From an optimization exercise on the open Yosys and OpenROAD flow, aimed at small area; shortcuts taken in it are not production practice.
Function was checked by simulation only, so behaviour that the tests miss may differ from the original.
No driver is modelled on the clock port, so clocking that relies on it looks cheaper here than on a real chip.
Power figures rest on the tool's default switching activity, not on a simulated workload.

==> flow/design.v <==
module alu(
    input [17:0] a,
    input [17:0] b,
    input [17:0] m,
    input sub,
    input k_ld, input k_add, input k_and, input k_nand, input k_nor,
    output [17:0] wd,
    output zf,
    output cf
);
    wire [17:0] bx, gn, pn, s;
    wire g0_1;
    wire g_10;
    wire g_12;
    wire g_14;
    wire g_16;
    wire g_18;
    wire g_20;
    wire g_21;
    wire g_23;
    wire g_25;
    wire g_27;
    wire g_28;
    wire g_3;
    wire g_30;
    wire g_32;
    wire g_34;
    wire g_35;
    wire g_36;
    wire g_38;
    wire g_4;
    wire g_40;
    wire g_41;
    wire g_42;
    wire g_43;
    wire g_44;
    wire g_46;
    wire g_47;
    wire g_48;
    wire g_6;
    wire g_8;
    wire i_2;
    wire i_31;
    wire i_33;
    wire i_37;
    wire i_39;
    wire i_45;
    wire p_11;
    wire p_13;
    wire p_15;
    wire p_17;
    wire p_19;
    wire p_22;
    wire p_24;
    wire p_26;
    wire p_29;
    wire p_5;
    wire p_7;
    wire p_9;
    alu_xor2 u0(.a(b[0]), .b(sub), .y(bx[0]));
    alu_nand2 u1(.a(a[0]), .b(bx[0]), .y(gn[0]));
    alu_xnor2 u2(.a(a[0]), .b(bx[0]), .y(pn[0]));
    alu_xor2 u3(.a(b[1]), .b(sub), .y(bx[1]));
    alu_nand2 u4(.a(a[1]), .b(bx[1]), .y(gn[1]));
    alu_xnor2 u5(.a(a[1]), .b(bx[1]), .y(pn[1]));
    alu_xor2 u6(.a(b[2]), .b(sub), .y(bx[2]));
    alu_nand2 u7(.a(a[2]), .b(bx[2]), .y(gn[2]));
    alu_xnor2 u8(.a(a[2]), .b(bx[2]), .y(pn[2]));
    alu_xor2 u9(.a(b[3]), .b(sub), .y(bx[3]));
    alu_nand2 u10(.a(a[3]), .b(bx[3]), .y(gn[3]));
    alu_xnor2 u11(.a(a[3]), .b(bx[3]), .y(pn[3]));
    alu_xor2 u12(.a(b[4]), .b(sub), .y(bx[4]));
    alu_nand2 u13(.a(a[4]), .b(bx[4]), .y(gn[4]));
    alu_xnor2 u14(.a(a[4]), .b(bx[4]), .y(pn[4]));
    alu_xor2 u15(.a(b[5]), .b(sub), .y(bx[5]));
    alu_nand2 u16(.a(a[5]), .b(bx[5]), .y(gn[5]));
    alu_xnor2 u17(.a(a[5]), .b(bx[5]), .y(pn[5]));
    alu_xor2 u18(.a(b[6]), .b(sub), .y(bx[6]));
    alu_nand2 u19(.a(a[6]), .b(bx[6]), .y(gn[6]));
    alu_xnor2 u20(.a(a[6]), .b(bx[6]), .y(pn[6]));
    alu_xor2 u21(.a(b[7]), .b(sub), .y(bx[7]));
    alu_nand2 u22(.a(a[7]), .b(bx[7]), .y(gn[7]));
    alu_xnor2 u23(.a(a[7]), .b(bx[7]), .y(pn[7]));
    alu_xor2 u24(.a(b[8]), .b(sub), .y(bx[8]));
    alu_nand2 u25(.a(a[8]), .b(bx[8]), .y(gn[8]));
    alu_xnor2 u26(.a(a[8]), .b(bx[8]), .y(pn[8]));
    alu_xor2 u27(.a(b[9]), .b(sub), .y(bx[9]));
    alu_nand2 u28(.a(a[9]), .b(bx[9]), .y(gn[9]));
    alu_xnor2 u29(.a(a[9]), .b(bx[9]), .y(pn[9]));
    alu_xor2 u30(.a(b[10]), .b(sub), .y(bx[10]));
    alu_nand2 u31(.a(a[10]), .b(bx[10]), .y(gn[10]));
    alu_xnor2 u32(.a(a[10]), .b(bx[10]), .y(pn[10]));
    alu_xor2 u33(.a(b[11]), .b(sub), .y(bx[11]));
    alu_nand2 u34(.a(a[11]), .b(bx[11]), .y(gn[11]));
    alu_xnor2 u35(.a(a[11]), .b(bx[11]), .y(pn[11]));
    alu_xor2 u36(.a(b[12]), .b(sub), .y(bx[12]));
    alu_nand2 u37(.a(a[12]), .b(bx[12]), .y(gn[12]));
    alu_xnor2 u38(.a(a[12]), .b(bx[12]), .y(pn[12]));
    alu_xor2 u39(.a(b[13]), .b(sub), .y(bx[13]));
    alu_nand2 u40(.a(a[13]), .b(bx[13]), .y(gn[13]));
    alu_xnor2 u41(.a(a[13]), .b(bx[13]), .y(pn[13]));
    alu_xor2 u42(.a(b[14]), .b(sub), .y(bx[14]));
    alu_nand2 u43(.a(a[14]), .b(bx[14]), .y(gn[14]));
    alu_xnor2 u44(.a(a[14]), .b(bx[14]), .y(pn[14]));
    alu_xor2 u45(.a(b[15]), .b(sub), .y(bx[15]));
    alu_nand2 u46(.a(a[15]), .b(bx[15]), .y(gn[15]));
    alu_xnor2 u47(.a(a[15]), .b(bx[15]), .y(pn[15]));
    alu_xor2 u48(.a(b[16]), .b(sub), .y(bx[16]));
    alu_nand2 u49(.a(a[16]), .b(bx[16]), .y(gn[16]));
    alu_xnor2 u50(.a(a[16]), .b(bx[16]), .y(pn[16]));
    alu_xor2 u51(.a(b[17]), .b(sub), .y(bx[17]));
    alu_nand2 u52(.a(a[17]), .b(bx[17]), .y(gn[17]));
    alu_xnor2 u53(.a(a[17]), .b(bx[17]), .y(pn[17]));
    alu_maj3 u54(.a(a[0]), .b(bx[0]), .c(sub), .y(g0_1));
    alu_inv u55(.a(g0_1), .y(i_2));
    alu_o21ai u56(.a1(pn[1]), .a2(i_2), .b1(gn[1]), .y(g_3));
    alu_o21ai u57(.a1(pn[3]), .a2(gn[2]), .b1(gn[3]), .y(g_4));
    alu_nor2 u58(.a(pn[3]), .b(pn[2]), .y(p_5));
    alu_o21ai u59(.a1(pn[5]), .a2(gn[4]), .b1(gn[5]), .y(g_6));
    alu_nor2 u60(.a(pn[5]), .b(pn[4]), .y(p_7));
    alu_o21ai u61(.a1(pn[7]), .a2(gn[6]), .b1(gn[7]), .y(g_8));
    alu_nor2 u62(.a(pn[7]), .b(pn[6]), .y(p_9));
    alu_o21ai u63(.a1(pn[9]), .a2(gn[8]), .b1(gn[9]), .y(g_10));
    alu_nor2 u64(.a(pn[9]), .b(pn[8]), .y(p_11));
    alu_o21ai u65(.a1(pn[11]), .a2(gn[10]), .b1(gn[11]), .y(g_12));
    alu_nor2 u66(.a(pn[11]), .b(pn[10]), .y(p_13));
    alu_o21ai u67(.a1(pn[13]), .a2(gn[12]), .b1(gn[13]), .y(g_14));
    alu_nor2 u68(.a(pn[13]), .b(pn[12]), .y(p_15));
    alu_o21ai u69(.a1(pn[15]), .a2(gn[14]), .b1(gn[15]), .y(g_16));
    alu_nor2 u70(.a(pn[15]), .b(pn[14]), .y(p_17));
    alu_o21ai u71(.a1(pn[17]), .a2(gn[16]), .b1(gn[17]), .y(g_18));
    alu_nor2 u72(.a(pn[17]), .b(pn[16]), .y(p_19));
    alu_a21oi u73(.a1(p_5), .a2(g_3), .b1(g_4), .y(g_20));
    alu_a21oi u74(.a1(p_9), .a2(g_6), .b1(g_8), .y(g_21));
    alu_nand2 u75(.a(p_9), .b(p_7), .y(p_22));
    alu_a21oi u76(.a1(p_13), .a2(g_10), .b1(g_12), .y(g_23));
    alu_nand2 u77(.a(p_13), .b(p_11), .y(p_24));
    alu_a21oi u78(.a1(p_17), .a2(g_14), .b1(g_16), .y(g_25));
    alu_nand2 u79(.a(p_17), .b(p_15), .y(p_26));
    alu_o21ai u80(.a1(p_22), .a2(g_20), .b1(g_21), .y(g_27));
    alu_o21ai u81(.a1(p_26), .a2(g_23), .b1(g_25), .y(g_28));
    alu_nor2 u82(.a(p_26), .b(p_24), .y(p_29));
    alu_a21oi u83(.a1(p_29), .a2(g_27), .b1(g_28), .y(g_30));
    alu_inv u84(.a(g_27), .y(i_31));
    alu_o21ai u85(.a1(p_24), .a2(i_31), .b1(g_23), .y(g_32));
    alu_inv u86(.a(g_20), .y(i_33));
    alu_a21oi u87(.a1(p_7), .a2(i_33), .b1(g_6), .y(g_34));
    alu_a21oi u88(.a1(p_11), .a2(g_27), .b1(g_10), .y(g_35));
    alu_a21oi u89(.a1(p_15), .a2(g_32), .b1(g_14), .y(g_36));
    alu_inv u90(.a(g_30), .y(i_37));
    alu_a21oi u91(.a1(p_19), .a2(i_37), .b1(g_18), .y(g_38));
    alu_inv u92(.a(g_3), .y(i_39));
    alu_o21ai u93(.a1(pn[2]), .a2(i_39), .b1(gn[2]), .y(g_40));
    alu_o21ai u94(.a1(pn[4]), .a2(g_20), .b1(gn[4]), .y(g_41));
    alu_o21ai u95(.a1(pn[6]), .a2(g_34), .b1(gn[6]), .y(g_42));
    alu_o21ai u96(.a1(pn[8]), .a2(i_31), .b1(gn[8]), .y(g_43));
    alu_o21ai u97(.a1(pn[10]), .a2(g_35), .b1(gn[10]), .y(g_44));
    alu_inv u98(.a(g_32), .y(i_45));
    alu_o21ai u99(.a1(pn[12]), .a2(i_45), .b1(gn[12]), .y(g_46));
    alu_o21ai u100(.a1(pn[14]), .a2(g_36), .b1(gn[14]), .y(g_47));
    alu_o21ai u101(.a1(pn[16]), .a2(g_30), .b1(gn[16]), .y(g_48));
    alu_xnor2 u102(.a(pn[0]), .b(sub), .y(s[0]));
    alu_xnor2 u103(.a(pn[1]), .b(g0_1), .y(s[1]));
    alu_xnor2 u104(.a(pn[2]), .b(g_3), .y(s[2]));
    alu_xnor2 u105(.a(pn[3]), .b(g_40), .y(s[3]));
    alu_xor2 u106(.a(pn[4]), .b(g_20), .y(s[4]));
    alu_xnor2 u107(.a(pn[5]), .b(g_41), .y(s[5]));
    alu_xor2 u108(.a(pn[6]), .b(g_34), .y(s[6]));
    alu_xnor2 u109(.a(pn[7]), .b(g_42), .y(s[7]));
    alu_xnor2 u110(.a(pn[8]), .b(g_27), .y(s[8]));
    alu_xnor2 u111(.a(pn[9]), .b(g_43), .y(s[9]));
    alu_xor2 u112(.a(pn[10]), .b(g_35), .y(s[10]));
    alu_xnor2 u113(.a(pn[11]), .b(g_44), .y(s[11]));
    alu_xnor2 u114(.a(pn[12]), .b(g_32), .y(s[12]));
    alu_xnor2 u115(.a(pn[13]), .b(g_46), .y(s[13]));
    alu_xor2 u116(.a(pn[14]), .b(g_36), .y(s[14]));
    alu_xnor2 u117(.a(pn[15]), .b(g_47), .y(s[15]));
    alu_xor2 u118(.a(pn[16]), .b(g_30), .y(s[16]));
    alu_xnor2 u119(.a(pn[17]), .b(g_48), .y(s[17]));
    alu_rbit u120(.s(s[0]), .m(m[0]), .gn(gn[0]), .pn(pn[0]), .k_ld(k_ld), .k_add(k_add), .k_and(k_and), .k_nand(k_nand), .k_nor(k_nor), .y(wd[0]));
    alu_rbit u121(.s(s[1]), .m(m[1]), .gn(gn[1]), .pn(pn[1]), .k_ld(k_ld), .k_add(k_add), .k_and(k_and), .k_nand(k_nand), .k_nor(k_nor), .y(wd[1]));
    alu_rbit u122(.s(s[2]), .m(m[2]), .gn(gn[2]), .pn(pn[2]), .k_ld(k_ld), .k_add(k_add), .k_and(k_and), .k_nand(k_nand), .k_nor(k_nor), .y(wd[2]));
    alu_rbit u123(.s(s[3]), .m(m[3]), .gn(gn[3]), .pn(pn[3]), .k_ld(k_ld), .k_add(k_add), .k_and(k_and), .k_nand(k_nand), .k_nor(k_nor), .y(wd[3]));
    alu_rbit u124(.s(s[4]), .m(m[4]), .gn(gn[4]), .pn(pn[4]), .k_ld(k_ld), .k_add(k_add), .k_and(k_and), .k_nand(k_nand), .k_nor(k_nor), .y(wd[4]));
    alu_rbit u125(.s(s[5]), .m(m[5]), .gn(gn[5]), .pn(pn[5]), .k_ld(k_ld), .k_add(k_add), .k_and(k_and), .k_nand(k_nand), .k_nor(k_nor), .y(wd[5]));
    alu_rbit u126(.s(s[6]), .m(m[6]), .gn(gn[6]), .pn(pn[6]), .k_ld(k_ld), .k_add(k_add), .k_and(k_and), .k_nand(k_nand), .k_nor(k_nor), .y(wd[6]));
    alu_rbit u127(.s(s[7]), .m(m[7]), .gn(gn[7]), .pn(pn[7]), .k_ld(k_ld), .k_add(k_add), .k_and(k_and), .k_nand(k_nand), .k_nor(k_nor), .y(wd[7]));
    alu_rbit u128(.s(s[8]), .m(m[8]), .gn(gn[8]), .pn(pn[8]), .k_ld(k_ld), .k_add(k_add), .k_and(k_and), .k_nand(k_nand), .k_nor(k_nor), .y(wd[8]));
    alu_rbit u129(.s(s[9]), .m(m[9]), .gn(gn[9]), .pn(pn[9]), .k_ld(k_ld), .k_add(k_add), .k_and(k_and), .k_nand(k_nand), .k_nor(k_nor), .y(wd[9]));
    alu_rbit u130(.s(s[10]), .m(m[10]), .gn(gn[10]), .pn(pn[10]), .k_ld(k_ld), .k_add(k_add), .k_and(k_and), .k_nand(k_nand), .k_nor(k_nor), .y(wd[10]));
    alu_rbit u131(.s(s[11]), .m(m[11]), .gn(gn[11]), .pn(pn[11]), .k_ld(k_ld), .k_add(k_add), .k_and(k_and), .k_nand(k_nand), .k_nor(k_nor), .y(wd[11]));
    alu_rbit u132(.s(s[12]), .m(m[12]), .gn(gn[12]), .pn(pn[12]), .k_ld(k_ld), .k_add(k_add), .k_and(k_and), .k_nand(k_nand), .k_nor(k_nor), .y(wd[12]));
    alu_rbit u133(.s(s[13]), .m(m[13]), .gn(gn[13]), .pn(pn[13]), .k_ld(k_ld), .k_add(k_add), .k_and(k_and), .k_nand(k_nand), .k_nor(k_nor), .y(wd[13]));
    alu_rbit u134(.s(s[14]), .m(m[14]), .gn(gn[14]), .pn(pn[14]), .k_ld(k_ld), .k_add(k_add), .k_and(k_and), .k_nand(k_nand), .k_nor(k_nor), .y(wd[14]));
    alu_rbit u135(.s(s[15]), .m(m[15]), .gn(gn[15]), .pn(pn[15]), .k_ld(k_ld), .k_add(k_add), .k_and(k_and), .k_nand(k_nand), .k_nor(k_nor), .y(wd[15]));
    alu_rbit u136(.s(s[16]), .m(m[16]), .gn(gn[16]), .pn(pn[16]), .k_ld(k_ld), .k_add(k_add), .k_and(k_and), .k_nand(k_nand), .k_nor(k_nor), .y(wd[16]));
    alu_rbit u137(.s(s[17]), .m(m[17]), .gn(gn[17]), .pn(pn[17]), .k_ld(k_ld), .k_add(k_add), .k_and(k_and), .k_nand(k_nand), .k_nor(k_nor), .y(wd[17]));
    assign cf = g_38;
    assign zf = ~|pn;
endmodule
module alu_xor2(input a, input b, output y);
    assign y = a ^ b;
endmodule
module alu_xnor2(input a, input b, output y);
    assign y = ~(a ^ b);
endmodule
module alu_nand2(input a, input b, output y);
    assign y = ~(a & b);
endmodule
module alu_nor2(input a, input b, output y);
    assign y = ~(a | b);
endmodule
module alu_inv(input a, output y);
    assign y = ~a;
endmodule
module alu_maj3(input a, input b, input c, output y);
    assign y = (a & b) | (a & c) | (b & c);
endmodule
module alu_o21ai(input a1, input a2, input b1, output y);
    assign y = ~((a1 | a2) & b1);
endmodule
module alu_a21oi(input a1, input a2, input b1, output y);
    assign y = ~((a1 & a2) | b1);
endmodule
module alu_rbit(input s, input m, input gn, input pn,
                input k_ld, input k_add, input k_and, input k_nand, input k_nor,
                output y);
    assign y = (k_ld & m) | (k_add & s) | (k_and & ~gn) | (k_nand & gn) | (k_nor & gn & pn);
endmodule
module control_unit(
    input [3:0] opcode,
    input ZF,
    input CF,
    output reg branch,
    output pc_write
);
    always @(*) begin
        case (opcode)
            4'd11: branch = ZF;
            4'd12: branch = !ZF && !CF;
            4'd13: branch = !ZF && CF;
            4'd14: branch = !CF;
            4'd15: branch = ZF || CF;
            default: branch = 1'b0;
        endcase
    end
    assign pc_write = branch | (opcode == 4'd7);
endmodule
module pc_fa(input a, input b, input c, output s, output co);
    assign s = a ^ b ^ c;
    assign co = (a & b) | (a & c) | (b & c);
endmodule
module pc_ha(input a, input b, output s, output co);
    assign s = a ^ b;
    assign co = a & b;
endmodule
module pc_xor2(input a, input b, output y);
    assign y = a ^ b;
endmodule
module pc_and2(input a, input b, output y);
    assign y = a & b;
endmodule
module pc_or2b(input a, input bn, output y);
    assign y = a | ~bn;
endmodule
module pc_adder(input [9:0] pc, input pcw, input [9:0] addr, output [9:0] nxt);
    wire [9:0] b;
    wire [9:0] c;
    wire t9;
    pc_or2b b0(.a(addr[0]), .bn(pcw), .y(b[0]));
    genvar i;
    generate
        for (i = 1; i < 10; i = i + 1) begin : bsel
            pc_and2 u(.a(addr[i]), .b(pcw), .y(b[i]));
        end
    endgenerate
    pc_ha h0(.a(pc[0]), .b(b[0]), .s(nxt[0]), .co(c[1]));
    generate
        for (i = 1; i < 9; i = i + 1) begin : add
            pc_fa u(.a(pc[i]), .b(b[i]), .c(c[i]), .s(nxt[i]), .co(c[i+1]));
        end
    endgenerate
    pc_xor2 x9a(.a(pc[9]), .b(b[9]), .y(t9));
    pc_xor2 x9b(.a(t9), .b(c[9]), .y(nxt[9]));
endmodule
module rf_aoi222(input a0, input b0, input a1, input b1, input a2, input b2, output y);
    assign y = ~((a0 & b0) | (a1 & b1) | (a2 & b2));
endmodule
module rf_hold(input we, input keep, input d, input q, output y);
    assign y = (we & d) | (keep & q);
endmodule
module rf_a21oi(input a1, input a2, input b1, output y);
    assign y = ~((a1 & a2) | b1);
endmodule
module rf_and3(input a, input b, input c, output y);
    assign y = a & b & c;
endmodule
module rf_and2(input a, input b, output y);
    assign y = a & b;
endmodule
module rf_nand2(input a, input b, output y);
    assign y = ~(a & b);
endmodule
module rf_nand5_or(input [4:0] g, input a, input b, output y);
    assign y = ~&g | (a & b);
endmodule
module rf_nand7(input [5:0] g, input t, output y);
    assign y = ~(&g & t);
endmodule
module rf_nand6_or(input [5:0] g, input xs, input x, output y);
    assign y = ~&g | (xs & x);
endmodule
module rf_groups(input [14:0] sel, input [14:0] d, output [4:0] g);
    rf_aoi222 u0(.a0(sel[0]),  .b0(d[0]),  .a1(sel[1]),  .b1(d[1]),  .a2(sel[2]),  .b2(d[2]),  .y(g[0]));
    rf_aoi222 u1(.a0(sel[3]),  .b0(d[3]),  .a1(sel[4]),  .b1(d[4]),  .a2(sel[5]),  .b2(d[5]),  .y(g[1]));
    rf_aoi222 u2(.a0(sel[6]),  .b0(d[6]),  .a1(sel[7]),  .b1(d[7]),  .a2(sel[8]),  .b2(d[8]),  .y(g[2]));
    rf_aoi222 u3(.a0(sel[9]),  .b0(d[9]),  .a1(sel[10]), .b1(d[10]), .a2(sel[11]), .b2(d[11]), .y(g[3]));
    rf_aoi222 u4(.a0(sel[12]), .b0(d[12]), .a1(sel[13]), .b1(d[13]), .a2(sel[14]), .b2(d[14]), .y(g[4]));
endmodule
module register_file(input [15:0] sel, input [287:0] regs, output [17:0] rdata);
    genvar b, i;
    generate
        for (b = 0; b < 18; b = b + 1) begin : bits
            wire [15:0] d;
            wire [4:0] g;
            for (i = 0; i < 16; i = i + 1) begin : regs_i
                assign d[i] = regs[18*i + b];
            end
            rf_groups u(.sel(sel[14:0]), .d(d[14:0]), .g(g));
            rf_nand5_or o(.g(g), .a(sel[15]), .b(d[15]), .y(rdata[b]));
        end
    endgenerate
endmodule
module register_file_x(input [15:0] sel, input [287:0] regs, input xs, input [5:0] imm, output [17:0] rdata);
    wire sign_n;
    rf_nand2 sg(.a(xs), .b(imm[5]), .y(sign_n));
    genvar b, i;
    generate
        for (b = 0; b < 18; b = b + 1) begin : bits
            wire [15:0] d;
            wire [5:0] g;
            for (i = 0; i < 16; i = i + 1) begin : regs_i
                assign d[i] = regs[18*i + b];
            end
            rf_groups u(.sel(sel[14:0]), .d(d[14:0]), .g(g[4:0]));
            rf_nand2 u15(.a(sel[15]), .b(d[15]), .y(g[5]));
            if (b < 6) begin : low
                rf_nand6_or o(.g(g), .xs(xs), .x(imm[b]), .y(rdata[b]));
            end else begin : high
                rf_nand7 o(.g(g), .t(sign_n), .y(rdata[b]));
            end
        end
    endgenerate
endmodule
module cpu(
    input clk,
    input reset,
    output wire [9:0] imem_addr,
    input wire [17:0] imem_data,
    output wire [9:0] dmem_addr,
    output wire dmem_we,
    output wire [17:0] dmem_wdata,
    input wire [17:0] dmem_rdata,
    output wire [3:0] debug_opcode,
    output wire debug_pc_write,
    output wire debug_branch
);
    reg [9:0] program_counter;
    reg ZF_bit, CF_bit;
    reg [287:0] regs;
    reg valid;
    wire [3:0] opcode = imem_data[17:14];
    wire [3:0] rd  = imem_data[13:10];
    wire [3:0] rs1 = imem_data[9:6];
    wire [3:0] rs2 = imem_data[3:0];
    wire [9:0] addr = imem_data[9:0];
    wire is_st  = opcode == 4'd9;
    wire is_cmp = opcode == 4'd10;
    wire is_ld  = opcode == 4'd8;
    wire reg_write = (opcode != 4'd0) && (opcode[3] == 1'b0 ? opcode != 4'd7 : is_ld);
    wire use_rd = is_cmp | is_st;
    wire use_imm = (opcode == 4'd2) | (opcode == 4'd4);
    wire [3:0] sel_a = use_rd ? rd : rs1;
    wire [3:0] a_lo = 4'd1 << sel_a[1:0];
    wire [3:0] a_hi = valid ? (4'd1 << sel_a[3:2]) : 4'd0;
    wire [3:0] b_lo = 4'd1 << rs2[1:0];
    wire [3:0] b_hi = (valid & ~use_imm) ? (4'd1 << rs2[3:2]) : 4'd0;
    wire [15:0] oh_a, oh_b;
    genvar gs;
    generate
        for (gs = 0; gs < 16; gs = gs + 1) begin : rsel
            rf_and2 a(.a(a_hi[gs / 4]), .b(a_lo[gs % 4]), .y(oh_a[gs]));
            rf_and2 b(.a(b_hi[gs / 4]), .b(b_lo[gs % 4]), .y(oh_b[gs]));
        end
    endgenerate
    wire [287:0] regs_flat = regs;
    wire [17:0] rdata_a, opb;
    register_file port_a(.sel(oh_a), .regs(regs_flat), .rdata(rdata_a));
    register_file_x port_b(.sel(oh_b), .regs(regs_flat), .xs(use_imm), .imm(imem_data[5:0]), .rdata(opb));
    wire [17:0] write_data;
    wire zf_in, cf_in;
    wire k_add = (opcode == 4'd1) | (opcode == 4'd2);
    wire k_and = (opcode == 4'd3) | (opcode == 4'd4);
    wire k_nand = opcode == 4'd5;
    wire k_nor = opcode == 4'd6;
    alu my_alu(.a(rdata_a), .b(opb), .m(dmem_rdata), .sub(is_cmp),
               .k_ld(is_ld), .k_add(k_add), .k_and(k_and), .k_nand(k_nand), .k_nor(k_nor),
               .wd(write_data), .zf(zf_in), .cf(cf_in));
    wire branch, pc_write;
    control_unit cu(.opcode(opcode), .ZF(ZF_bit), .CF(CF_bit), .branch(branch), .pc_write(pc_write));
    wire [9:0] pc_next;
    pc_adder pc_add(.pc(program_counter), .pcw(pc_write), .addr(addr), .nxt(pc_next));
    wire [3:0] rd_lo = 4'd1 << rd[1:0];
    wire [3:0] rd_hi = reg_write ? (4'd1 << rd[3:2]) : 4'd0;
    wire valid_n = ~valid;
    wire [15:0] we_oh, keep;
    genvar gw;
    generate
        for (gw = 0; gw < 16; gw = gw + 1) begin : wdec
            rf_and2  a(.a(rd_hi[gw / 4]), .b(rd_lo[gw % 4]), .y(we_oh[gw]));
            rf_a21oi k(.a1(rd_hi[gw / 4]), .a2(rd_lo[gw % 4]), .b1(valid_n), .y(keep[gw]));
        end
    endgenerate
    wire [287:0] regs_next;
    genvar gi, gb;
    generate
        for (gi = 0; gi < 16; gi = gi + 1) begin : wr
            for (gb = 0; gb < 18; gb = gb + 1) begin : b
                rf_hold h(.we(we_oh[gi]), .keep(keep[gi]), .d(write_data[gb]),
                          .q(regs[18*gi + gb]), .y(regs_next[18*gi + gb]));
            end
        end
    endgenerate
    always @(posedge clk) begin
        regs <= regs_next;
    end
    always @(posedge clk or posedge reset) begin
        if (reset) begin
            valid <= 1'b0;
            program_counter <= 10'd1023;
            ZF_bit <= 1'b0;
            CF_bit <= 1'b0;
        end else begin
            valid <= 1'b1;
            if (is_cmp) begin
                ZF_bit <= zf_in;
                CF_bit <= cf_in;
            end
            program_counter <= pc_next;
        end
    end
    assign imem_addr = program_counter;
    assign dmem_addr = addr;
    assign dmem_we = is_st;
    assign dmem_wdata = rdata_a;
    assign debug_opcode = opcode;
    assign debug_pc_write = pc_write;
    assign debug_branch = branch;
endmodule
==> flow/flow/run.sh <==
#!/bin/bash
set -euo pipefail
export BUFFER_PORTS_ARGS="-buffer_cell sky130_fd_sc_hd__buf_1"
export CTS_ARGS="-sink_clustering_enable -repair_clock_nets -dont_use_dummy_load -buf_list sky130_fd_sc_hd__clkbuf_4 -sink_clustering_size 8 -sink_clustering_max_diameter 40"
bash standard.sh cts > flow_cts.log 2>&1
R=orfs/results/sky130hd/cpu/base
DS_IN=$R/4_cts.odb DS_OUT=$R/4_cts_ds.odb DS_SDC=$R/4_cts.sdc DS_MARGIN=0.7 \
  openroad -no_init -exit flow/downsize.tcl > downsize.log 2>&1
UB_IN=$R/4_cts_ds.odb UB_OUT=$R/4_cts_ub.odb UB_SDC=$R/4_cts.sdc UB_MARGIN=0.6 \
  openroad -no_init -exit flow/unbuf.tcl > unbuf.log 2>&1
mv -f $R/4_cts_ub.odb $R/4_cts.odb
bash standard.sh > flow.log 2>&1
==> flow/flow/downsize.tcl <==
# Post-CTS area recovery: each combinational cell is tried at the smaller
# drive strengths of its own family (same function and pins), smallest first;
# a change is kept only if the worst setup slack stays at least DS_MARGIN ns
# and the worst hold slack non-negative (placement-estimated parasitics).
# Flip-flops and clock cells are left alone. Then the usual design and timing
# repair, and detailed placement to legalize.
# Environment: DS_IN, DS_OUT (odb), DS_SDC, DS_MARGIN (ns), FLOW_HOME.
set platform $::env(FLOW_HOME)/platforms/sky130hd
read_liberty $platform/lib/sky130_fd_sc_hd__tt_025C_1v80.lib
# the platform's don't-use cells (probe and low-power cells), as in ORFS
set_dont_use [get_lib_cells {*/sky130_fd_sc_hd__probe* */sky130_fd_sc_hd__lpflow_*}]
read_db $::env(DS_IN)
read_sdc $::env(DS_SDC)
source $platform/setRC.tcl
estimate_parasitics -placement
set margin [expr {$::env(DS_MARGIN) * 1e-9}]
set block [ord::get_db_block]
set db [ord::get_db]

proc core_area {} {
  set a 0
  foreach inst [[ord::get_db_block] getInsts] {
    set m [$inst getMaster]
    if {[$m getType] eq "CORE"} { set a [expr {$a + [$m getWidth] * [$m getHeight]}] }
  }
  return [expr {$a / 1e6}]
}
puts "start area [format %.1f [core_area]] wns [sta::worst_slack_cmd max]"

# cell families: sky130_fd_sc_hd__<function>_<drive>
array set fam {}
foreach lib [$db getLibs] {
  foreach m [$lib getMasters] {
    set n [$m getName]
    if {[regexp {^(sky130_fd_sc_hd__[a-z0-9]+)_([0-9]+)$} $n -> base drv]} {
      lappend fam($base) [list [$m getWidth] $n]
    }
  }
}
set tried 0
set kept 0
foreach inst [$block getInsts] {
  set m [$inst getMaster]
  if {[$m getType] ne "CORE"} continue
  set n [$m getName]
  if {![regexp {^(sky130_fd_sc_hd__[a-z0-9]+)_([0-9]+)$} $n -> base drv]} continue
  if {[string match "*df*" $base] || [string match "*clk*" $base] || [string match "*dl*" $base]} continue
  set w [$m getWidth]
  foreach c [lsort -integer -index 0 $fam($base)] {
    set cw [lindex $c 0]
    set cn [lindex $c 1]
    if {$cw >= $w} break
    incr tried
    set iname [$inst getName]
    replace_cell [get_cells $iname] [get_lib_cells */$cn]
    estimate_parasitics -placement
    if {[sta::worst_slack_cmd max] < $margin || [sta::worst_slack_cmd min] < 0} {
      replace_cell [get_cells $iname] [get_lib_cells */$n]
      estimate_parasitics -placement
    } else {
      incr kept
      break
    }
  }
}
puts "tried $tried kept $kept"
estimate_parasitics -placement
repair_design
repair_timing -setup_margin [expr {$::env(DS_MARGIN) / 2.0}]
detailed_placement
check_placement
estimate_parasitics -placement
puts "end area [format %.1f [core_area]] wns [sta::worst_slack_cmd max] whs [sta::worst_slack_cmd min]"
write_db $::env(DS_OUT)
==> flow/flow/unbuf.tcl <==
# Greedy buffer removal: each buffer that drives no port, is driven by no
# port and is not in the clock network is removed (its loads moved to its
# input net); the removal is kept only if the worst setup slack stays at
# least UB_MARGIN ns, hold slack non-negative and no max slew/capacitance
# violation appears; otherwise the buffer is put back as it was.
# Environment: UB_IN, UB_OUT (odb), UB_SDC, UB_MARGIN (ns), FLOW_HOME.
set platform $::env(FLOW_HOME)/platforms/sky130hd
read_liberty $platform/lib/sky130_fd_sc_hd__tt_025C_1v80.lib
# the platform's don't-use cells (probe and low-power cells), as in ORFS
set_dont_use [get_lib_cells {*/sky130_fd_sc_hd__probe* */sky130_fd_sc_hd__lpflow_*}]
read_db $::env(UB_IN)
read_sdc $::env(UB_SDC)
source $platform/setRC.tcl
estimate_parasitics -placement
set margin [expr {$::env(UB_MARGIN) * 1e-9}]
set block [ord::get_db_block]
set db [ord::get_db]
proc core_area {} {
  set a 0
  foreach inst [[ord::get_db_block] getInsts] {
    set m [$inst getMaster]
    if {[$m getType] eq "CORE"} { set a [expr {$a + [$m getWidth] * [$m getHeight]}] }
  }
  return [expr {$a / 1e6}]
}
puts "start area [format %.1f [core_area]] wns [sta::worst_slack_cmd max]"
set nslew [sta::max_slew_violation_count]
set ncap [sta::max_capacitance_violation_count]
set cands {}
foreach inst [$block getInsts] {
  set n [[$inst getMaster] getName]
  if {![regexp {^sky130_fd_sc_hd__(buf|clkbuf)_[0-9]+$} $n]} continue
  set ok 1
  foreach it [$inst getITerms] {
    if {![$it isInputSignal] && ![$it isOutputSignal]} continue
    set net [$it getNet]
    if {$net eq "NULL" || [llength [$net getBTerms]] > 0 || [$net getSigType] eq "CLOCK"} { set ok 0; break }
  }
  if {$ok} { lappend cands [$inst getName] }
}
puts "candidates [llength $cands]"
set removed 0
foreach name $cands {
  set inst [$block findInst $name]
  set master [$inst getMaster]
  set loc [$inst getLocation]
  set orient [$inst getOrient]
  set in_net NULL; set out_net NULL; set in_term ""; set out_term ""
  foreach it [$inst getITerms] {
    if {[$it isInputSignal]} { set in_net [$it getNet]; set in_term [[$it getMTerm] getName] } elseif {[$it isOutputSignal]} { set out_net [$it getNet]; set out_term [[$it getMTerm] getName] }
  }
  set out_name [$out_net getName]
  set loads {}
  foreach it [$out_net getITerms] {
    if {[$it getInst] eq $inst} continue
    lappend loads [list [[$it getInst] getName] [[$it getMTerm] getName]]
  }
  # remove
  foreach l $loads {
    set it [[$block findInst [lindex $l 0]] findITerm [lindex $l 1]]
    $it disconnect
    $it connect $in_net
  }
  foreach it [$inst getITerms] { if {[$it isInputSignal] || [$it isOutputSignal]} { $it disconnect } }
  odb::dbInst_destroy $inst
  odb::dbNet_destroy $out_net
  estimate_parasitics -placement
  if {[sta::worst_slack_cmd max] < $margin || [sta::worst_slack_cmd min] < 0
      || [sta::max_slew_violation_count] > $nslew || [sta::max_capacitance_violation_count] > $ncap} {
    # put it back
    set inst [odb::dbInst_create $block $master $name]
    $inst setOrient $orient
    $inst setLocation [lindex $loc 0] [lindex $loc 1]
    $inst setPlacementStatus PLACED
    set out_net [odb::dbNet_create $block $out_name]
    [$inst findITerm $in_term] connect $in_net
    [$inst findITerm $out_term] connect $out_net
    foreach l $loads {
      set it [[$block findInst [lindex $l 0]] findITerm [lindex $l 1]]
      $it disconnect
      $it connect $out_net
    }
    estimate_parasitics -placement
  } else {
    incr removed
  }
}
puts "removed $removed"
detailed_placement
check_placement
estimate_parasitics -placement
puts "end area [format %.1f [core_area]] wns [sta::worst_slack_cmd max] whs [sta::worst_slack_cmd min]"
write_db $::env(UB_OUT)
==> flow/standard.sh <==
#!/bin/bash
# synth_recipe.tcl (not shown) runs the flow's synth.tcl, then flattens the netlist and writes it again
# the make line also repeats each setting of config.mk as NAME=value (left out here)
make -C /OpenROAD-flow-scripts/flow DESIGN_CONFIG=/design/flow/config.mk WORK_HOME=/design/flow/orfs CLKGATE_MAP_FILE= SYNTH_SCRIPT=/design/flow/synth_recipe.tcl "${@:-finish}"
==> flow/config.mk <==
export PLATFORM = sky130hd
export DESIGN_NAME = cpu
export DESIGN_NICKNAME = cpu
export VERILOG_FILES = /design/flow/design.v
export SDC_FILE = /design/flow/constraint.sdc
export NUM_CORES = 4
export LEC_CHECK = 0
export CAP_MARGIN = 20
export CORE_MARGIN = 2
export CORE_UTILIZATION = 50
export SLEW_MARGIN = 20
export SYNTH_HIERARCHICAL = 1
export SYNTH_MINIMUM_KEEP_SIZE = 0
==> flow/constraint.sdc <==
create_clock -name core_clock -period 7.0 [get_ports {clk}]
set_input_delay 1.4000 -clock core_clock [delete_from_list [all_inputs] [get_ports {clk}]]
set_output_delay 1.4000 -clock core_clock [all_outputs]
set_load 0.01 [all_outputs]
==> flow_metrics.env, run 1 <==
export IMPL_cp_depth=19
export IMPL_clk_transition_reported_paths_ns=0.07
export IMPL_cp_required_ns=7.52
export IMPL_syn_to_final_growth_pct=7.01
export IMPL_netlist_instances=1268
export IMPL_syn_avg_cell_area_um2=10.8
export IMPL_crit_path_max_fanout=18
export IMPL_drtIter0Drc=3057
export IMPL_maxSlewHeadroom_pct=18.2
export IMPL_post_cts_setup_buffers=0
export IMPL_holdWs_ns=0.503
export IMPL_reg2reg_depth=20
export IMPL_worst_path_most_repeated_cell="buf_1"
export IMPL_cts_root_buf="clkbuf_4"
export IMPL_crit_chain="buf_1 > buf_1 > xor2_1 > nand3_1 > o21ai_0 > and2_1 > a222oi_1 > and3_1 > nand4_1 > xnor2_1 > nor2_1 > a21oi_1 > o21ai_1 > buf_1 > a21oi_1 > o21ai_1 > xnor2_1 > a221o_1 > a22o_1"
export IMPL_critical_path_max_stage_delay_ns=0.91
export IMPL_slew_viol_final=0
export IMPL_total_power_mw=3.10
export IMPL_clock_path_buffers=3
export IMPL_numCtsBuffers=48
export IMPL_die_area_um2=28800
export IMPL_drt_pass1_iter_count=10
export IMPL_finalCriticalPeriod_ns=6.67
export IMPL_fmax_mhz=150
export IMPL_timing_critical_path_buf_inv=3
export IMPL_p_leak_nw=5.04
export IMPL_tritoncts="yes"
export IMPL_finalCritPeriodShare_pct=95.3
export IMPL_endpoint_kind="flip-flop"
export IMPL_post_drt_wl_per_cell_um=29.8
export IMPL_endpoint="regs[287]"
export IMPL_drc=0
export IMPL_instances_no_fill=1744
export IMPL_fin_nets=1451
export IMPL_hold_violations=0
export IMPL_final_cell_mix="a22o_1 (288), dfxtp_1 (288), a222oi_1 (180)"
export IMPL_post_dp_hpwl_um=35700
export IMPL_grt_pass1_wl_um=77700
export IMPL_setup_viol=0
export IMPL_r2r_start="valid"
export IMPL_startpoint_type="primary input"
export IMPL_dpl_cell_area_um2=14700
export IMPL_grt_total_usage_pct=35.2
export IMPL_setup_ws_ns=0.328
export IMPL_grt_ovfl_total=0
export IMPL_worstMarginPinSlew_ns=1.23
export IMPL_clock_sinks=301
export IMPL_cpLargestDelayFamily="compound AO/OA/AOI/OAI gates"
export IMPL_synthArstFlopShare_pct=4.32
export IMPL_hold_buffers=0
export IMPL_ys_ff_latch=301
export IMPL_ir_worst_vdd_mv=0.151
export IMPL_fin_util_pct=54.5
export IMPL_dieWidth_um=170
export IMPL_power_frac_seq_pct=58.8
export IMPL_p_int_mw=2.20
export IMPL_finalSetupTns_ns=0
export IMPL_synthFlopType="dfxtp_1"
export IMPL_synth_edf_count=0
export IMPL_drv_cap=0
export IMPL_grt_max_degree=21
export IMPL_holdCritPathClass="reg2reg"
export IMPL_finClkSkew_ns=0.0888
export IMPL_status="finished clean"
export IMPL_io_pins=83
export IMPL_start_util_pct=51.0
export IMPL_rsz0062_at_grt="false"
export IMPL_cp_arrival_ns=7.20
export IMPL_clkPwrFrac_pct=29.3
export IMPL_rows=60
export IMPL_htreeDepth=2
export IMPL_insertion_delay_ns=0.71
export IMPL_core_area_um2=27000
export IMPL_antenna_found_initial=1
export IMPL_synthesis_area_um2=13700
export IMPL_die_y_um=170
export IMPL_drtAntennaViolNets=0
export IMPL_via_per_inst=7.70
export IMPL_dp_slack_ns=0.264
export IMPL_rr_endpoint="regs[195]"
export IMPL_critPathLaunch="imem_data[15]"
export IMPL_slowest_stage="and2_1"
export IMPL_design_area_um2=14700
export IMPL_synth_fp_nets=1315
export IMPL_vias=13422
export IMPL_power_frac_comb_pct=12.0
export IMPL_drive_above_1_share_pct=5.56
export IMPL_ys_seq_area_share_pct=44.4
export IMPL_postCtsResizedCells=0
export IMPL_routed_wirelength_um=52000
export IMPL_setup_worst_path_class="in2reg"
export IMPL_grt_pass1_vias=12195
export IMPL_synth_cell_types=52
export IMPL_placed_cells=1716
export IMPL_r2r_slack_ns=0.65
export IMPL_io_buffers=82
export IMPL_place_gp_congestion=0.916
export IMPL_p_per_area_nw_per_um2=211
export IMPL_p_switching_mw=0.899
export IMPL_swShare_pct=29.0
export IMPL_yosysWarnings=8
[per-module statistics from Yosys, one instance, submodules excluded, excerpt]
module,area [µm²],copies in the design
alu_o21ai,5.00,20
rf_a21oi,8.76,16
alu_nand2,3.75,21
pc_xor2,8.76,2
pc_and2,6.26,9
rf_and2,6.26,48
[cell families (layout without fill, tap and decap cells)]
| logic type | Yosys count | count (layout) | share of synthesized area (%) |
|---|---|---|---|
| adder cells (fa/ha/maj) | 10 | 10 | 1.34 |
| AND/OR/NAND/NOR | 282 | 282 | 11.6 |
| multiplexers | 3 | 3 | 0.237 |
| XOR/XNOR | 59 | 59 | 3.82 |
| buffers and inverters | 29 | 163 | 1.28 |
| flip-flops | 301 | 301 | 44.4 |
| AO/OA/AOI/OAI | 583 | 583 | 37.3 |
| other | 1 | 2 | 0.0273 |
[cell usage after synthesis (2+ instances only)]
cell type	number	area [µm²]
mux2_2	2	22.5
xor2_1	27	236
dfstp_2	10	263
o41ai_1	2	17.5
o31ai_1	2	15.0
inv_1	11	41.3
nand4b_1	3	26.3
a222oi_1	180	1800
and2_1	59	369
nor2b_1	7	43.8
and3_1	20	125
nor2_1	33	124
nand4_1	39	244
nand3_1	6	30.0
and4b_1	2	20.0
dfxtp_1	288	5770
a21oi_2	25	219
a22o_1	288	2520
buf_4	15	113
xnor2_1	31	272
nand2b_1	5	31.3
o21ai_0	5	25.0
nor3_1	3	15.0
a221o_1	18	180
buf_2	2	10.0
nand3b_1	5	37.5
nor4_1	3	18.8
a21oi_1	38	190
nand2_1	70	263
and4_1	19	166
dfrtp_1	3	75.1
fa_1	8	160
o21ai_1	20	100
[per-layer routing]
layer | global-route usage (%) | part of all wire [%]
met5 | 0 | 0
met4 | 9.36 | 2.5
met3 | 7.86 | 12
met2 | 50.7 | 42
met1 | 52.8 | 43
[cell type report]
type / count / area (µm²)
Sequential cell: 301 / 6100
Multi-Input combinational cell: 938 / 7360
Fill cell: 2527 / 12300
Clock buffer: 48 / 360
Tap cell: 341 / 427
Buffer: 22 / 91.3
Antenna cell: 1 / 2.50
Timing Repair Buffer: 82 / 308
Inverter: 11 / 41.3
[state kept, by name, summed over array words and instances, names as in the netlist]
register	flops
CF_bit	1
ZF_bit	1
program_counter	10
regs	288
valid	1
[how the worst min path moves through the flow]
stage,start,endpoint,slack [ns],depth (start not counted)
5_1_grt,regs[0],regs[0],0.52,1
4_1_cts,regs[62],regs[62],0.50,1
6_report,regs[109],regs[109],0.50,1
3_3_place_gp,regs[9],regs[9],0.47,1
3_5_place_dp,regs[62],regs[62],0.48,1
2_1_floorplan,regs[0],regs[0],0.46,1
[power groups by stage]
stage / Clock, mW / Combinational [mW] / Sequential (mW)
after detailed placement: 0 / 0.378 / 1.86
after global routing: 0.996 / 0.399 / 1.83
final: 0.907 / 0.370 / 1.82
after CTS: 0.922 / 0.379 / 1.82
after global placement: 0 / 0.367 / 1.86
after floorplan: 0 / 0.210 / 1.87
==> run 2: changes to the inputs <==
--- a/flow/design.v
+++ b/flow/design.v
@@ -288,7 +288,4 @@
 endmodule
-module rf_hold(input we, input keep, input d, input q, output y);
-    assign y = (we & d) | (keep & q);
-endmodule
-module rf_a21oi(input a1, input a2, input b1, output y);
-    assign y = ~((a1 & a2) | b1);
+module rf_hold(input we, input we_n, input d, input q, output y);
+    assign y = (we & d) | (we_n & q);
 endmodule
@@ -370,3 +367,3 @@
     reg [287:0] regs;
-    reg valid;
+    reg [15:0] valid;
     wire [3:0] opcode = imem_data[17:14];
@@ -384,5 +381,5 @@
     wire [3:0] a_lo = 4'd1 << sel_a[1:0];
-    wire [3:0] a_hi = valid ? (4'd1 << sel_a[3:2]) : 4'd0;
+    wire [3:0] a_hi = 4'd1 << sel_a[3:2];
     wire [3:0] b_lo = 4'd1 << rs2[1:0];
-    wire [3:0] b_hi = (valid & ~use_imm) ? (4'd1 << rs2[3:2]) : 4'd0;
+    wire [3:0] b_hi = use_imm ? 4'd0 : (4'd1 << rs2[3:2]);
     wire [15:0] oh_a, oh_b;
@@ -391,4 +388,4 @@
         for (gs = 0; gs < 16; gs = gs + 1) begin : rsel
-            rf_and2 a(.a(a_hi[gs / 4]), .b(a_lo[gs % 4]), .y(oh_a[gs]));
-            rf_and2 b(.a(b_hi[gs / 4]), .b(b_lo[gs % 4]), .y(oh_b[gs]));
+            rf_and3 a(.a(valid[gs]), .b(a_hi[gs / 4]), .c(a_lo[gs % 4]), .y(oh_a[gs]));
+            rf_and3 b(.a(valid[gs]), .b(b_hi[gs / 4]), .c(b_lo[gs % 4]), .y(oh_b[gs]));
         end
@@ -414,4 +411,3 @@
     wire [3:0] rd_hi = reg_write ? (4'd1 << rd[3:2]) : 4'd0;
-    wire valid_n = ~valid;
-    wire [15:0] we_oh, keep;
+    wire [15:0] we_oh, we_n;
     genvar gw;
@@ -420,3 +416,3 @@
             rf_and2  a(.a(rd_hi[gw / 4]), .b(rd_lo[gw % 4]), .y(we_oh[gw]));
-            rf_a21oi k(.a1(rd_hi[gw / 4]), .a2(rd_lo[gw % 4]), .b1(valid_n), .y(keep[gw]));
+            rf_nand2 n(.a(rd_hi[gw / 4]), .b(rd_lo[gw % 4]), .y(we_n[gw]));
         end
@@ -428,3 +424,3 @@
             for (gb = 0; gb < 18; gb = gb + 1) begin : b
-                rf_hold h(.we(we_oh[gi]), .keep(keep[gi]), .d(write_data[gb]),
+                rf_hold h(.we(we_oh[gi]), .we_n(we_n[gi]), .d(write_data[gb]),
                           .q(regs[18*gi + gb]), .y(regs_next[18*gi + gb]));
@@ -438,3 +434,3 @@
         if (reset) begin
-            valid <= 1'b0;
+            valid <= 16'd0;
             program_counter <= 10'd1023;
@@ -443,3 +439,3 @@
         end else begin
-            valid <= 1'b1;
+            valid <= valid | we_oh;
             if (is_cmp) begin
--- a/flow/flow/downsize.tcl
+++ b/flow/flow/downsize.tcl
@@ -9,4 +9,2 @@
 read_liberty $platform/lib/sky130_fd_sc_hd__tt_025C_1v80.lib
-# the platform's don't-use cells (probe and low-power cells), as in ORFS
-set_dont_use [get_lib_cells {*/sky130_fd_sc_hd__probe* */sky130_fd_sc_hd__lpflow_*}]
 read_db $::env(DS_IN)
--- a/flow/flow/unbuf.tcl
+++ b/flow/flow/unbuf.tcl
@@ -8,4 +8,2 @@
 read_liberty $platform/lib/sky130_fd_sc_hd__tt_025C_1v80.lib
-# the platform's don't-use cells (probe and low-power cells), as in ORFS
-set_dont_use [get_lib_cells {*/sky130_fd_sc_hd__probe* */sky130_fd_sc_hd__lpflow_*}]
 read_db $::env(UB_IN)
==> run 2 against run 1 <==
Net effect: still clean; via count decreased by 0.19%; non-clock buffer count grew 2; cell count up 3.7%; clock-buffer cell count is 3 higher; routed wire length up 2.2%; first-iteration DRC count is 21% lower; clock power up 6.1%.
==> flow_metrics.env, run 2 <==
export IMPL_crit_chain="buf_1 > buf_2 > nor3_1 > nor3b_1 > and3_1 > a222oi_1 > and4_1 > nand4_1 > xor2_1 > xnor2_1 > o21ai_1 > a21oi_1 > o21ai_1 > buf_1 > a21oi_1 > o21ai_1 > xnor2_1 > a221o_1 > a22o_1"
export IMPL_synthArstFlopShare_pct=8.86
export IMPL_met2_usage_pct=51.8
export IMPL_top_register="regs"
export IMPL_synthesis_area_um2=14100
export IMPL_drtIter0Drc=2415
export IMPL_grt_busiest_layer="met2"
export IMPL_grt_total_usage_pct=35.0
export IMPL_cp_arrival_ns=7.22
export IMPL_io_pins=83
export IMPL_postCtsResizedCells=0
export IMPL_insertion_delay_ns=0.73
export IMPL_grt_max_degree=29
export IMPL_swShare_pct=33.5
export IMPL_start_util_pct=50.8
export IMPL_yosysTopAreaCell="dfxtp_1"
export IMPL_grt_ovfl_total=0
export IMPL_synth_top_cells_by_count="a22o_1 (288), dfxtp_1 (288), a222oi_1 (180)"
export IMPL_yosysTopAreaCellShare_pct=40.9
export IMPL_drtAntennaViolNets=0
export IMPL_syn_to_final_growth_pct=7.38
export IMPL_largest_reg_flops=288
export IMPL_tritoncts="yes"
export IMPL_top_regs="regs: 288 flops, valid: 16 flops, program_counter: 10 flops"
export IMPL_syn_avg_cell_area_um2=10.9
export IMPL_synth_cell_types=47
export IMPL_setup_worst_path_class="in2reg"
export IMPL_post_drt_wl_per_cell_um=29.4
export IMPL_cts_root_buf="clkbuf_4"
export IMPL_synth_edf_count=0
export IMPL_drv_cap=0
export IMPL_maxSlewHeadroom_pct=20.1
export IMPL_ys_top_cells_by_area="dfxtp_1 (41%), a22o_1 (18%), a222oi_1 (13%)"
export IMPL_ys_ff_latch=316
export IMPL_ys_seq_area_share_pct=45.9
export IMPL_ir_worst_vdd_mv=0.164
export IMPL_use_met3_pct=9.54
export IMPL_core_area_um2=27800
export IMPL_netlist_instances=1292
export IMPL_clock_path_buffers=3
export IMPL_design_area_um2=15200
export IMPL_rows=61
export IMPL_grt_pass1_wl_um=78000
export IMPL_via_per_inst=7.41
export IMPL_grt_pass1_vias=12152
export IMPL_htreeDepth=2
export IMPL_drive_above_1_share_pct=6.22
export IMPL_p_leak_nw=5.61
export IMPL_die_y_um=172
export IMPL_finalCriticalPeriod_ns=6.67
export IMPL_dpl_cell_area_um2=15300
export IMPL_power_frac_comb_pct=21.9
export IMPL_worst_path_most_repeated_cell="o21ai_1"
export IMPL_use_met1_pct=49.4
export IMPL_crit_path_max_fanout=18
export IMPL_clock_sinks=316
export IMPL_fmax_mhz=150
export IMPL_critical_path_max_stage_delay_ns=0.96
export IMPL_p_per_area_nw_per_um2=289
export IMPL_timing_critical_path_buf_inv=3
export IMPL_endpoint_kind="flip-flop"
export IMPL_antenna_found_initial=2
export IMPL_rsz0062_at_grt="false"
export IMPL_io_buffers=82
export IMPL_post_cts_setup_buffers=0
export IMPL_clkPwrFrac_pct=22.0
export IMPL_yosysWarnings=8
export IMPL_drc=0
export IMPL_slew_viol_final=0
export IMPL_fin_nets=1479
export IMPL_p_int_mw=2.91
export IMPL_die_area_um2=29600
export IMPL_place_gp_congestion=0.926
export IMPL_finClkSkew_ns=0.107
export IMPL_hold_buffers=0
export IMPL_routed_wirelength_um=53200
export IMPL_worstMarginPinSlew_ns=1.20
export IMPL_finalCritPeriodShare_pct=95.3
export IMPL_startpoint_type="primary input"
export IMPL_numCtsBuffers=51
export IMPL_synth_fp_nets=1339
export IMPL_holdWs_ns=0.488
export IMPL_holdCritPathClass="reg2reg"
export IMPL_cpLargestDelayFamily="compound AO/OA/AOI/OAI gates"
export IMPL_finalSetupTns_ns=0
export IMPL_cp_required_ns=7.55
export IMPL_synthFlopType="dfxtp_1"
export IMPL_dieWidth_um=172
export IMPL_p_switching_mw=1.47
export IMPL_status="finished clean"
export IMPL_final_cell_mix="a22o_1 (288), dfxtp_1 (288), a222oi_1 (180)"
export IMPL_drt_pass1_iter_count=11
export IMPL_setup_viol=0
export IMPL_post_dp_hpwl_um=36400
export IMPL_hold_violations=0
export IMPL_clk_transition_reported_paths_ns=0.09
export IMPL_vias=13397
export IMPL_power_frac_seq_pct=56.1
export IMPL_slowest_stage="and3_1"
run 2: cell count changes after synthesis, moves of 3 or more:
cell / delta
a21oi_2: -16
mux2i_1: +3
nand2b_1: +3
nor2_1: +3
and3_1: +30
nand3_1: -4
o21ai_0: -3
mux2_4: +4
or2_2: +16
and2_1: -33
nand2_1: +17
nor3b_1: +3
dfrtp_1: +15
run 2: worst paths after layout:
path	from	slack, ns	cells after the start	end
setup / recovery	imem_data[14]	0.33	19	regs[125]
hold / removal	valid[8]	0.49	1	valid[8]
setup reg to reg	valid[9]	1.79	15	regs[125]
hold reg to reg	valid[8]	0.49	1	valid[8]
max in group asynchronous	reset	5.71	2	ZF_bit
min in group asynchronous	reset	0.77	2	valid[14]
run 2: power groups by stage:
stage | clock (mW) | sequential, mW | combinational, mW
2_1_floorplan | 0 | 2.42 | 0.670
6_report | 0.962 | 2.46 | 0.958
5_1_grt | 1.05 | 2.50 | 1.03
4_1_cts | 0.973 | 2.44 | 0.983
3_5_place_dp | 0 | 2.48 | 0.981
3_3_place_gp | 0 | 2.48 | 0.957
run 2: per-stage QoR:
step	utilization [%]	total power, mW	cells	setup WS (ns)
2_1_floorplan	-	3.09	1292	1.11
3_3_place_gp	55.0	3.44	1799	0.381
3_5_place_dp	55.0	3.46	1799	0.319
4_1_cts	56.3	4.40	1850	1.01
5_1_grt	54.6	4.59	1809	0.154
6_report	54.6	4.38	1809	0.326
run 2: per-module statistics from Yosys, one instance, submodules excluded, excerpt:
module | copies in the design | area [µm²]
cpu | 1 | 7160
alu_rbit | 18 | 23.8
rf_nand6_or | 6 | 18.8
rf_nand7 | 12 | 15.0
pc_ha | 1 | 12.5
rf_aoi222 | 180 | 10.0
alu_xor2 | 23 | 8.76
alu_xnor2 | 31 | 8.76
pc_or2b | 1 | 6.26
alu_o21ai | 20 | 5.00
alu_inv | 6 | 3.75
run 2: area by class of cell:
class,instances,area (µm²)
Tap cell,378,473
Fill cell,2597,12600
Multi-Input combinational cell,947,7370
Timing Repair Buffer,82,308
Sequential cell,316,6480
Antenna cell,1,2.50
Inverter,10,37.5
Clock buffer,51,383
Buffer,24,101
run 2: logic make-up after synthesis:
kind of cell	after synthesis	synth area share, %
AO/OA/AOI/OAI	558	34.8
multiplexers	10	0.869
buffers and inverters	29	1.32
flip-flops	316	45.9
AND/OR/NAND/NOR	311	12.2
XOR/XNOR	58	3.60
adder cells (fa/ha/maj)	10	1.30
run 2: per-layer routing:
metal	share of wire, %	wire length, µm
met1	43	22700
met2	42	22500
met3	12	6360
met4	3.0	1570
met5	0	0
run 2: worst register-to-register path: cells and delay by family, from the launching register on:
kind	cells	cell delay [ns]
AOI/OAI and AO/OA	8	2.69
xor gates and xnor gates	3	0.76
buffers and inverters	1	0.17
and+or+nand+nor	3	1.02
DFF	1	0.40

## static timing again, ports no longer ideal
How much do the figures lean on ideal ports? The routed layouts below were timed once more, with nothing changed but the port constraints.
Step 1 (the two cells are an assumption about what drives the block):
set clk [get_ports {clk}]
set_driving_cell -lib_cell sky130_fd_sc_hd__clkbuf_16 $clk
set_driving_cell -lib_cell sky130_fd_sc_hd__buf_2 [delete_from_list [all_inputs] $clk]
Step 2 moves the port delays by t, midway between the first and last clock arrival at a register: inputs arrive t later, outputs are due t later. That takes back most of the time a late clock gives input paths.
Three values: no drivers, after step 1, after step 2; two values: the first two.
run	t, ns	slack for setup (ns)	pins driven straight from the clock port
run 1	0.695	0.328 / 0.340 / -0.354	1
run 2	0.719	0.326 / 0.343 / -0.376	1
With both steps, setup timing fails in run 1 and run 2, where it was met with ideal ports. For run 2, which loses most, drivers alone change the setup slack by +0.017 ns; drivers and shift together by -0.702 ns.
